Background: an optimization exercise with open tools, aiming at small area, a short achievable clock period and few clock cycles per item. Do not read the settings as production practice. Function was checked by simulation only, so behaviour that the tests miss may differ from the original. Power figures rest on the tool's default switching activity, not on a simulated workload.

Design shift_add_multiplier, start of the top module:
module shift_add_multiplier #(
    parameter integer WIDTH = 16
) (
    input wire clk,
    input wire reset_n,
    input wire tvalid_slave_1,
    input signed [WIDTH-1:0] tdata_slave_1,
    output wire tready_slave_1,
    input wire tvalid_slave_2,
    input signed [WIDTH-1:0] tdata_slave_2,
    output wire tready_slave_2,
    output reg tvalid_master,
    output reg signed [WIDTH-1:0] tdata_master,
    input wire tready_master
);
Size: about 480 cells after synthesis, roughly 93 flip-flops, roughly 6000 sq um of cells after synthesis.
==> flow/config.mk <==
export PLATFORM = sky130hd
export DESIGN_NAME = shift_add_multiplier
export DESIGN_NICKNAME = shift_add_multiplier
export VERILOG_FILES = /design/flow/design.v
export SDC_FILE = /design/flow/constraint.sdc
export NUM_CORES = 4
export LEC_CHECK = 0
export CAP_MARGIN = 0
export CORE_MARGIN = 2
export CORE_UTILIZATION = 40
export CTS_BUF_LIST = sky130_fd_sc_hd__clkbuf_8
export GPL_TIMING_DRIVEN = 0
export SETUP_SLACK_MARGIN = 2.4
export SLEW_MARGIN = 0
export SYNTH_HIERARCHICAL = 1
==> flow/constraint.sdc <==
create_clock -name core_clock -period 5.0 [get_ports {clk}]
set_input_delay 1.0000 -clock core_clock [delete_from_list [all_inputs] [get_ports {clk}]]
set_output_delay 1.0000 -clock core_clock [all_outputs]
set_load 0.01 [all_outputs]
standard.sh (not shown) runs the stock make flow with config.mk's settings and CLKGATE_MAP_FILE= SYNTH_SCRIPT=/design/flow/synth_recipe.tcl, a recipe that flattens the netlist after the stock synthesis.
==> flow/flow/run.sh <==
#!/bin/bash
set -euo pipefail
export BUFFER_PORTS_ARGS="-buffer_cell sky130_fd_sc_hd__buf_1"
export CTS_ARGS="-sink_clustering_enable -repair_clock_nets -buf_list sky130_fd_sc_hd__clkbuf_8 -sink_clustering_size 24 -dont_use_dummy_load"
bash standard.sh > standard.log 2>&1
Testbench counts at the start, summed over its fixed seeds: cycles 1,224, items 1,200.
Change:
==> flow/flow/run.sh (replaced) <==
#!/bin/bash
# The standard layout (standard.sh), with the port buffers that global
# placement inserts made from the smallest buffer cell, and clock tree
# synthesis building larger sink clusters without dummy loads.
set -euo pipefail
export BUFFER_PORTS_ARGS="-buffer_cell sky130_fd_sc_hd__buf_1"
export CTS_ARGS="-sink_clustering_enable -repair_clock_nets -buf_list sky130_fd_sc_hd__clkbuf_8 -sink_clustering_size 30 -sink_clustering_max_diameter 150 -dont_use_dummy_load"
bash standard.sh > standard.log 2>&1
- SETUP_SLACK_MARGIN: 2.4 -> 2.3
Worst setup slack is worse by 0.013 ns. Core utilization falls by 0.40 points. Design area falls by 0.87%. Wire length falls by 1.8%. Clock-buffer cell count does not change. Worst hold slack stays flat. Sequential power barely changes. Fmax falls by 0.53%. Via count falls by 1.3%. Synthesized area does not change.
Change:
==> flow/flow/run.sh (replaced) <==
#!/bin/bash
# The standard layout (standard.sh), with the port buffers that global
# placement inserts made from the smallest buffer cell, and clock tree
# synthesis building larger sink clusters without dummy loads.
set -euo pipefail
export BUFFER_PORTS_ARGS="-buffer_cell sky130_fd_sc_hd__buf_1"
export CTS_ARGS="-sink_clustering_enable -repair_clock_nets -buf_list sky130_fd_sc_hd__clkbuf_8 -sink_clustering_size 24 -dont_use_dummy_load"
bash standard.sh > standard.log 2>&1
- SETUP_SLACK_MARGIN: 2.3 -> 2.1
Outcome: Setup slack is worse by 0.15 ns; register-to-register slack is worse by 0.15 ns; cell area fell by about 1.9%; total power falls by 0.61%.
Change:
==> flow/flow/run.sh (replaced) <==
#!/bin/bash
set -euo pipefail
export BUFFER_PORTS_ARGS="-buffer_cell sky130_fd_sc_hd__buf_1"
export CTS_ARGS="-sink_clustering_enable -repair_clock_nets -buf_list sky130_fd_sc_hd__clkbuf_8 -sink_clustering_size 24 -dont_use_dummy_load"
bash standard.sh > standard.log 2>&1
- SETUP_SLACK_MARGIN: 2.1 -> 2.65
Via count climbs by 4.6%.
Design area increases by 11%.
Setup slack improves by 0.23 ns.
Change:
--- a/flow/flow/run.sh
+++ b/flow/flow/run.sh
@@ -1,2 +1,5 @@
 #!/bin/bash
+# The standard layout (standard.sh), with the port buffers that global
+# placement inserts made from the smallest buffer cell, and clock tree
+# synthesis building larger sink clusters without dummy loads.
 set -euo pipefail
- SETUP_SLACK_MARGIN: 2.65 -> 2.3
What happened: The changed run completed with no timing, DRC or antenna violations; wire length falls by a little under a tenth; setup slack got worse by 0.077 ns; synthesized area stays the same; sequential power barely changes.

-- separate check: timing with driven ports --
The flow's constraints put no driver on any port. The routed layouts listed below were extracted and timed again, unchanged, in two steps.
Step 1 assumes that a clkbuf_16 drives the clock port and a buf_2 every other input.
Step 2 times the ports against the registers' clock, not the clock port: input delays grow and output delays shrink by t, the midpoint of the rising clock arrivals with the driver on.
a / b / c = ideal / step 1 / step 2; a / b = the first two.
run | shift t [ns] | slack for setup (ns) | worst setup path after step 2 | worst slew at a driven data input, ns
the first run | 0.399 | 2.521 / 2.521 / 2.236 | input to register | 0.04
the second run | 0.397 | 2.507 / 2.507 / 2.211 | input to register | 0.04
the third run | 0.393 | 2.357 / 2.357 / 2.231 | input to register | 0.04
the fourth run | 0.405 | 2.584 / 2.541 / 2.400 | input to register | 0.05
the fifth run | 0.397 | 2.507 / 2.507 / 2.211 | input to register | 0.04
After both steps setup and hold are still met in every run listed.
